This is an optimization exercise on Yosys and OpenROAD, whose aim is small area and a short achievable clock period, not a production implementation.
In this exercise RTL edits were held to simulation tests only and were not proved equivalent to the original.
The clock port is modelled as an ideal driver, which makes a skipped or thinned clock tree look cheaper than it is; a real chip needs a root buffer or a tree.
Power and IR drop assume default switching activity.

==> run H <==
==> flow/design.v <==
module fifo_32_pre(
	input [4:0] cnt,
	output [4:0] cntInc,
	output [4:0] cntDec,
	output eq2,
	output eq30
	);
	assign cntInc = cnt + 5'd1;
	assign cntDec = cnt - 5'd1;
	assign eq2 = (cnt == 5'd2);
	assign eq30 = (cnt == 5'd30);
endmodule
module fifo_32_nand4(
	input a,
	input b,
	input c,
	input d,
	output y
	);
	assign y = ~(a & b & c & d);
endmodule
module fifo_32_nor2(
	input a,
	input b,
	output y
	);
	assign y = ~(a | b);
endmodule
module fifo_32_ao22(
	input a,
	input b,
	input c,
	input d,
	output y
	);
	assign y = (a & b) | (c & d);
endmodule
module fifo_32_aoi21(
	input a,
	input b,
	input c,
	output y
	);
	assign y = ~((a & b) | c);
endmodule
module fifo_32_aoi22(
	input a,
	input b,
	input c,
	input d,
	output y
	);
	assign y = ~((a & b) | (c & d));
endmodule
module fifo_32_nand3(
	input a,
	input b,
	input c,
	output y
	);
	assign y = ~(a & b & c);
endmodule
module fifo_32_ao221(
	input a,
	input b,
	input c,
	input d,
	input e,
	output y
	);
	assign y = (a & b) | (c & d) | e;
endmodule
module fifo_32_and3b(
	input a,
	input b,
	input c,
	output y
	);
	assign y = a & b & ~c;
endmodule
module fifo_32_and3(
	input a,
	input b,
	input c,
	output y
	);
	assign y = a & b & c;
endmodule
module fifo_32(
	clock,
	reset,
	write,
	datain,
	read,
	dataout,
	full,
	empty
	);
	input clock;
	input reset;
	input write, read;
	input [7:0] datain;
	output [7:0] dataout;
	output full, empty;
	reg [255:0] buffer;
	reg [3:0] wLo;
	reg [7:0] wHi;
	reg [31:0] rSel;
	reg [4:0] cnt;
	reg fullR, emptyR, nFull, nEmpty, aeR, afR;
	reg [7:0] dataoutReg;
	assign dataout = dataoutReg;
	assign full = fullR;
	assign empty = emptyR;
	wire writeEn = write & nFull;
	wire readEn = read & nEmpty;
	wire [4:0] cntInc, cntDec;
	wire eq2, eq30;
	fifo_32_pre u_pre(
		.cnt(cnt), .cntInc(cntInc), .cntDec(cntDec),
		.eq2(eq2), .eq30(eq30));
	wire wAdv = writeEn & ~reset;
	wire wHold = ~writeEn & ~reset;
	wire wWrap = writeEn & wLo[3];
	wire wHiAdv = wWrap & ~reset;
	wire wHiHold = ~wWrap & ~reset;
	wire [3:0] wLoNext;
	wire [7:0] wHiNext;
	wire [7:0] wHiF = wHi & {8{nFull}};
	genvar g, b;
	generate
		for (g = 0; g < 4; g = g + 1) begin : gwlo
			wire ring;
			fifo_32_ao22 u_s(
				.a(wAdv), .b(wLo[(g + 3) % 4]),
				.c(wHold), .d(wLo[g]), .y(ring));
			if (g == 0) begin : g0
				assign wLoNext[g] = ring | reset;
			end else begin : gn
				assign wLoNext[g] = ring;
			end
		end
		for (g = 0; g < 8; g = g + 1) begin : gwhi
			wire ring;
			fifo_32_ao22 u_s(
				.a(wHiAdv), .b(wHi[(g + 7) % 8]),
				.c(wHiHold), .d(wHi[g]), .y(ring));
			if (g == 0) begin : g0
				assign wHiNext[g] = ring | reset;
			end else begin : gn
				assign wHiNext[g] = ring;
			end
		end
	endgenerate
	always @(posedge clock) begin
		wLo <= wLoNext;
		wHi <= wHiNext;
	end
	wire [31:0] rowWe, rowWeN;
	wire [255:0] bufferNext;
	generate
		for (g = 0; g < 32; g = g + 1) begin : gwe
			fifo_32_and3 u_we(.a(write), .b(wLo[g % 4]), .c(wHiF[g / 4]), .y(rowWe[g]));
			fifo_32_nand3 u_wen(.a(write), .b(wLo[g % 4]), .c(wHiF[g / 4]), .y(rowWeN[g]));
			for (b = 0; b < 8; b = b + 1) begin : gbit
				fifo_32_ao22 u_d(
					.a(rowWe[g]), .b(datain[b]),
					.c(rowWeN[g]), .d(buffer[8*g + b]),
					.y(bufferNext[8*g + b]));
			end
		end
	endgenerate
	always @(posedge clock) begin
		buffer <= bufferNext;
	end
	wire [8*16-1:0] pairN;
	wire [8*4-1:0] oct;
	wire [8*2-1:0] halfN;
	wire readOkN = ~(read & nEmpty & ~reset);
	wire [7:0] dataoutNext;
	generate
		for (b = 0; b < 8; b = b + 1) begin : gbitr
			for (g = 0; g < 16; g = g + 1) begin : gpair
				fifo_32_aoi22 u_p(
					.a(buffer[16*g + b]), .b(rSel[2*g]),
					.c(buffer[16*g + 8 + b]), .d(rSel[2*g+1]),
					.y(pairN[8*g + b]));
			end
			for (g = 0; g < 4; g = g + 1) begin : goct
				fifo_32_nand4 u_o(
					.a(pairN[32*g + b]), .b(pairN[32*g + 8 + b]),
					.c(pairN[32*g + 16 + b]), .d(pairN[32*g + 24 + b]),
					.y(oct[8*g + b]));
			end
			for (g = 0; g < 2; g = g + 1) begin : ghalf
				fifo_32_nor2 u_h(
					.a(oct[16*g + b]), .b(oct[16*g + 8 + b]),
					.y(halfN[8*g + b]));
			end
			fifo_32_aoi21 u_d(.a(halfN[b]), .b(halfN[8 + b]), .c(readOkN), .y(dataoutNext[b]));
		end
	endgenerate
	wire rAdv, rHold;
	fifo_32_and3b u_radv(.a(read), .b(nEmpty), .c(reset), .y(rAdv));
	fifo_32_aoi21 u_rhold(.a(read), .b(nEmpty), .c(reset), .y(rHold));
	wire [31:0] rSelNext;
	generate
		for (g = 0; g < 32; g = g + 1) begin : gsel
			if (g == 0) begin : g0
				fifo_32_ao221 u_s(
					.a(rAdv), .b(rSel[31]), .c(rHold), .d(rSel[0]), .e(reset),
					.y(rSelNext[0]));
			end else begin : gn
				fifo_32_ao22 u_s(
					.a(rAdv), .b(rSel[g - 1]), .c(rHold), .d(rSel[g]),
					.y(rSelNext[g]));
			end
		end
	endgenerate
	always @(posedge clock) begin
		rSel <= rSelNext;
		dataoutReg <= dataoutNext;
	end
	wire onlyW = writeEn & ~readEn;
	wire onlyR = readEn & ~writeEn;
	wire emptyNext = ~writeEn & (~nEmpty | (read & aeR));
	wire fullNext = ~readEn & (~nFull | (write & afR));
	always @(posedge clock) begin
		if (reset) begin
			cnt <= 5'd0;
			fullR <= 1'b0;
			nFull <= 1'b1;
			emptyR <= 1'b1;
			nEmpty <= 1'b0;
			aeR <= 1'b0;
			afR <= 1'b0;
		end
		else begin
			if (onlyW) cnt <= cntInc;
			else if (onlyR) cnt <= cntDec;
			emptyR <= emptyNext;
			nEmpty <= ~emptyNext;
			fullR <= fullNext;
			nFull <= ~fullNext;
			if (onlyW) begin
				aeR <= ~nEmpty;
				afR <= eq30;
			end
			else if (onlyR) begin
				aeR <= eq2;
				afR <= ~nFull;
			end
		end
	end
endmodule
==> flow/flow/run.sh <==
#!/bin/bash
# Standard layout (the standard.sh) with these changes:
#  - flow/fp_pre.tcl sets the synthesised combinational cells to drive
#    strength 1 before floorplanning (the resizer upsizes what timing needs);
#  - port buffers are buf_2 (the default choice is a slow delay cell);
#  - the clock tree is built without dummy loads, from larger sink clusters;
#  - flow/cts_pre.tcl then removes the middle level of the clock tree, so the
#    root buffer drives the leaf buffers directly (every register still sees
#    two buffers from the clock port, balanced), and splits the root into one
#    root buffer per quadrant, each driven by the clock port.
set -uo pipefail
HERE=$(pwd)
bash standard.sh "BUFFER_PORTS_ARGS=-buffer_cell sky130_fd_sc_hd__buf_2" \
  "PRE_FLOORPLAN_TCL=$HERE/flow/fp_pre.tcl" \
  "PRE_CTS_TCL=$HERE/flow/cts_pre.tcl" \
  "CTS_ARGS=-sink_clustering_enable -repair_clock_nets -dont_use_dummy_load -sink_clustering_size 25 -sink_clustering_max_diameter 100 -buf_list sky130_fd_sc_hd__clkbuf_16" \
  finish > make_finish.log 2>&1
==> flow/flow/cts_pre.tcl <==
# Wrap clock_tree_synthesis: after the tree is built, remove the buffers between
# the root buffer and the leaf buffers, so the root drives every leaf buffer
# directly (two buffers from the clock port to each register, all balanced).
proc my_flatten_clock_tree {} {
  set block [ord::get_db_block]
  set port_net [[$block findBTerm clock] getNet]
  set roots {}
  foreach it [$port_net getITerms] { lappend roots [$it getInst] }
  foreach root $roots {
    set rnet [[$root findITerm X] getNet]
    set changed 1
    while {$changed} {
      set changed 0
      foreach it [$rnet getITerms] {
        if {[$it isOutputSignal]} { continue }
        set b [$it getInst]
        set m [[$b getMaster] getName]
        if {![string match "*clkbuf*" $m]} { continue }
        set bout [$b findITerm X]
        set bnet [$bout getNet]
        # only a buffer whose loads are all clock buffers is removed
        set allbuf 1
        foreach l [$bnet getITerms] {
          if {[$l isOutputSignal]} { continue }
          if {![string match "*clkbuf*" [[[$l getInst] getMaster] getName]]} { set allbuf 0 }
        }
        if {!$allbuf} { continue }
        set loads {}
        foreach l [$bnet getITerms] { if {![$l isOutputSignal]} { lappend loads $l } }
        foreach l $loads { $l disconnect; $l connect $rnet }
        $bout disconnect
        $it disconnect
        puts "flatten_clock_tree: removed [$b getName] ([llength $loads] loads moved to [$rnet getName])"
        odb::dbInst_destroy $b
        odb::dbNet_destroy $bnet
        set changed 1
        break
      }
    }
  }
}
proc my_split_clock_root {} {
  set block [ord::get_db_block]
  set port_net [[$block findBTerm clock] getNet]
  set its [$port_net getITerms]
  if {[llength $its] != 1} { return }
  set root [[lindex $its 0] getInst]
  set rnet [[$root findITerm X] getNet]
  set loads {}
  foreach l [$rnet getITerms] { if {![$l isOutputSignal]} { lappend loads $l } }
  if {[llength $loads] < 6} { return }
  set sx 0; set sy 0
  foreach l $loads {
    set loc [[$l getInst] getLocation]
    set sx [expr {$sx + [lindex $loc 0]}]; set sy [expr {$sy + [lindex $loc 1]}]
  }
  set cx [expr {$sx / [llength $loads]}]; set cy [expr {$sy / [llength $loads]}]
  array set grp {}
  foreach l $loads {
    set loc [[$l getInst] getLocation]
    set q [expr {([lindex $loc 0] >= $cx ? 1 : 0) + ([lindex $loc 1] >= $cy ? 2 : 0)}]
    lappend grp($q) $l
  }
  set master [$root getMaster]
  set n 0
  foreach q [lsort [array names grp]] {
    set members $grp($q)
    set gx 0; set gy 0
    foreach l $members {
      set loc [[$l getInst] getLocation]
      set gx [expr {$gx + [lindex $loc 0]}]; set gy [expr {$gy + [lindex $loc 1]}]
    }
    set gx [expr {$gx / [llength $members]}]; set gy [expr {$gy / [llength $members]}]
    if {$n == 0} {
      $root setLocation $gx $gy
      set keep $members
    } else {
      set b [odb::dbInst_create $block $master "clkbuf_root_${n}_clock"]
      set net [odb::dbNet_create $block "clknet_root_${n}_clock"]
      $net setSigType CLOCK
      $b setLocation $gx $gy
      $b setPlacementStatus PLACED
      [$b findITerm A] connect $port_net
      [$b findITerm X] connect $net
      foreach l $members { $l disconnect; $l connect $net }
      puts "split_clock_root: [$b getName] drives [llength $members] leaf buffers"
    }
    incr n
  }
}
rename clock_tree_synthesis my_orig_clock_tree_synthesis
proc clock_tree_synthesis {args} {
  my_orig_clock_tree_synthesis {*}$args
  my_flatten_clock_tree
  my_split_clock_root
}
==> flow/flow/fp_pre.tcl <==
# Before floorplanning, set every combinational cell of the synthesised
# netlist to its smallest drive strength (_1). Synthesis sizes cells for an
# assumed load; the resizer later upsizes the cells that timing needs.
# Registers and clock cells are left as synthesis made them.
set my_db [ord::get_db]
set my_n 0
foreach inst [[ord::get_db_block] getInsts] {
  set name [[$inst getMaster] getName]
  if {![regexp {^(sky130_fd_sc_hd__[a-z0-9]+)_([0-9]+)$} $name -> base size]} { continue }
  if {$size <= 1} { continue }
  if {[regexp {df|dl|clk|conb|tap|fill|decap} $base]} { continue }
  set small [$my_db findMaster ${base}_1]
  if {$small == "NULL" || $small == ""} { continue }
  $inst swapMaster $small
  incr my_n
}
puts "fp_pre: set $my_n cells to drive strength 1"
==> flow/standard.sh <==
#!/bin/bash
# synth_recipe.tcl (not shown) runs the flow's synth.tcl, then flattens the netlist and writes it again
# the make line also repeats each setting of config.mk as NAME=value (left out here)
make -C /OpenROAD-flow-scripts/flow DESIGN_CONFIG=/design/flow/config.mk WORK_HOME=/design/flow/orfs CLKGATE_MAP_FILE= SYNTH_SCRIPT=/design/flow/synth_recipe.tcl "${@:-finish}"
==> flow/config.mk <==
export PLATFORM = sky130hd
export DESIGN_NAME = fifo_32
export DESIGN_NICKNAME = fifo_32
export VERILOG_FILES = /design/flow/design.v
export SDC_FILE = /design/flow/constraint.sdc
export NUM_CORES = 4
export LEC_CHECK = 0
export CAP_MARGIN = 20
export CORE_MARGIN = 2
export CORE_UTILIZATION = 60
export SETUP_SLACK_MARGIN = 2.06
export SLEW_MARGIN = 20
export SYNTH_HIERARCHICAL = 1
==> flow/constraint.sdc <==
create_clock -name core_clock -period 3.5 [get_ports {clock}]
set_input_delay 0.7000 -clock core_clock [delete_from_list [all_inputs] [get_ports {clock}]]
set_output_delay 0.7000 -clock core_clock [all_outputs]
set_load 0.01 [all_outputs]
==> run K: changes against run H <==
--- a/flow/design.v
+++ b/flow/design.v
@@ -53,28 +53,2 @@
 	assign y = ~((a & b) | (c & d));
-endmodule
-module fifo_32_nand3(
-	input a,
-	input b,
-	input c,
-	output y
-	);
-	assign y = ~(a & b & c);
-endmodule
-module fifo_32_ao221(
-	input a,
-	input b,
-	input c,
-	input d,
-	input e,
-	output y
-	);
-	assign y = (a & b) | (c & d) | e;
-endmodule
-module fifo_32_and3b(
-	input a,
-	input b,
-	input c,
-	output y
-	);
-	assign y = a & b & ~c;
 endmodule
@@ -129,3 +103,3 @@
 	wire [7:0] wHiF = wHi & {8{nFull}};
-	genvar g, b;
+	genvar g;
 	generate
@@ -158,4 +132,3 @@
 	end
-	wire [31:0] rowWe, rowWeN;
-	wire [255:0] bufferNext;
+	wire [31:0] rowWe;
 	generate
@@ -163,13 +136,9 @@
 			fifo_32_and3 u_we(.a(write), .b(wLo[g % 4]), .c(wHiF[g / 4]), .y(rowWe[g]));
-			fifo_32_nand3 u_wen(.a(write), .b(wLo[g % 4]), .c(wHiF[g / 4]), .y(rowWeN[g]));
-			for (b = 0; b < 8; b = b + 1) begin : gbit
-				fifo_32_ao22 u_d(
-					.a(rowWe[g]), .b(datain[b]),
-					.c(rowWeN[g]), .d(buffer[8*g + b]),
-					.y(bufferNext[8*g + b]));
-			end
-		end
-	endgenerate
-	always @(posedge clock) begin
-		buffer <= bufferNext;
+		end
+	endgenerate
+	integer k;
+	always @(posedge clock) begin
+		for (k = 0; k < 32; k = k + 1)
+			if (rowWe[k])
+				buffer[8*k +: 8] <= datain;
 	end
@@ -180,4 +149,5 @@
 	wire [7:0] dataoutNext;
-	generate
-		for (b = 0; b < 8; b = b + 1) begin : gbitr
+	genvar b;
+	generate
+		for (b = 0; b < 8; b = b + 1) begin : gbit
 			for (g = 0; g < 16; g = g + 1) begin : gpair
@@ -202,5 +172,4 @@
 	endgenerate
-	wire rAdv, rHold;
-	fifo_32_and3b u_radv(.a(read), .b(nEmpty), .c(reset), .y(rAdv));
-	fifo_32_aoi21 u_rhold(.a(read), .b(nEmpty), .c(reset), .y(rHold));
+	wire rAdv = readEn & ~reset;
+	wire rHold = ~readEn & ~reset;
 	wire [31:0] rSelNext;
@@ -208,10 +177,10 @@
 		for (g = 0; g < 32; g = g + 1) begin : gsel
+			wire ring;
+			fifo_32_ao22 u_s(
+				.a(rAdv), .b(rSel[(g + 31) % 32]),
+				.c(rHold), .d(rSel[g]), .y(ring));
 			if (g == 0) begin : g0
-				fifo_32_ao221 u_s(
-					.a(rAdv), .b(rSel[31]), .c(rHold), .d(rSel[0]), .e(reset),
-					.y(rSelNext[0]));
+				assign rSelNext[g] = ring | reset;
 			end else begin : gn
-				fifo_32_ao22 u_s(
-					.a(rAdv), .b(rSel[g - 1]), .c(rHold), .d(rSel[g]),
-					.y(rSelNext[g]));
+				assign rSelNext[g] = ring;
 			end
--- a/flow/flow/run.sh
+++ b/flow/flow/run.sh
@@ -15,3 +15,3 @@
   "PRE_CTS_TCL=$HERE/flow/cts_pre.tcl" \
-  "CTS_ARGS=-sink_clustering_enable -repair_clock_nets -dont_use_dummy_load -sink_clustering_size 25 -sink_clustering_max_diameter 100 -buf_list sky130_fd_sc_hd__clkbuf_16" \
+  "CTS_ARGS=-sink_clustering_enable -repair_clock_nets -dont_use_dummy_load -sink_clustering_size 30 -sink_clustering_max_diameter 100 -buf_list sky130_fd_sc_hd__clkbuf_16" \
   finish > make_finish.log 2>&1
- SETUP_SLACK_MARGIN: 2.06 -> 2.1
==> comparison table <==
quantity                                                                     run K                     run H
Outcome                                                   timing/DRC/antenna clean  timing/DRC/antenna clean
Tap Cells                                                                      234                       229
P_seq                                                                    0.00414 W                 0.00383 W
Layout cells sized above 1                                                   0.215                     0.143
Count of buffer and inverter cells on the critical path                          1                         0
Post-CTS setup buffer count                                                      9                         0
Critical path class                                             flop to output pin              flop to flop
Most common cell after layout, fill and taps aside       sky130_fd_sc_hd__edfxtp_1  sky130_fd_sc_hd__dfxtp_1
Y dimension of the die                                                      141 um                    140 um
CP required                                                                2.80 ns                   3.68 ns
Routed len/inst                                                            26.1 um                   26.5 um
Clock period minus final worst setup slack                                 1.47 ns                   1.45 ns
Filler instances                                                              1262                      1325
Placeable core region                                                   18600 um^2                18000 um^2
Die boundary width                                                          141 um                    140 um
Internal reg-to-reg setup slack                                            2.07 ns                   2.05 ns
Capture point of the worst path                                               full             dataoutReg[2]
Number of cell rows                                                             50                        49
Final HPWL DP                                                              15.4 mm                   20.0 mm
Register share of the cell area                                              0.714                     0.514
Gate count of the mapped netlist                                               655                       942
GRT busiest layer                                                             met1                      met2
Post-Syn Nets                                                                  670                       957

## port drivers added, routing unchanged
No port has a modelled driver above. Below, the same layouts with a new extraction and two added sets of constraints.
Step 1: set_driving_cell puts a clkbuf_16 on clock and a buf_2 on each other input, an assumption about the parent block.
Step 2 adds t to the input delays and takes it off the output delays; t is the mean of the earliest and latest rising clock arrival at the registers after step 1. Input paths then give back, and output paths get back, about the clock's delay inside the block.
Slacks: ideal ports / drivers / drivers and shift; pairs: ideal ports / drivers.
run | t (ns) | setup WS [ns] | hold WS [ns] | worst slew at a driven data input, ns
run H | 0.406 | 2.047 / 1.947 / 1.607 | 0.478 / 0.478 / 0.478 | 0.19
run K | 0.398 | 2.031 / 1.936 / 1.672 | 0.469 / 0.469 / 0.469 | 0.19
After both steps setup and hold are still met in every run listed. The setup slack of run H, which loses most, moves by -0.100 ns with the drivers and by -0.440 ns with both steps.
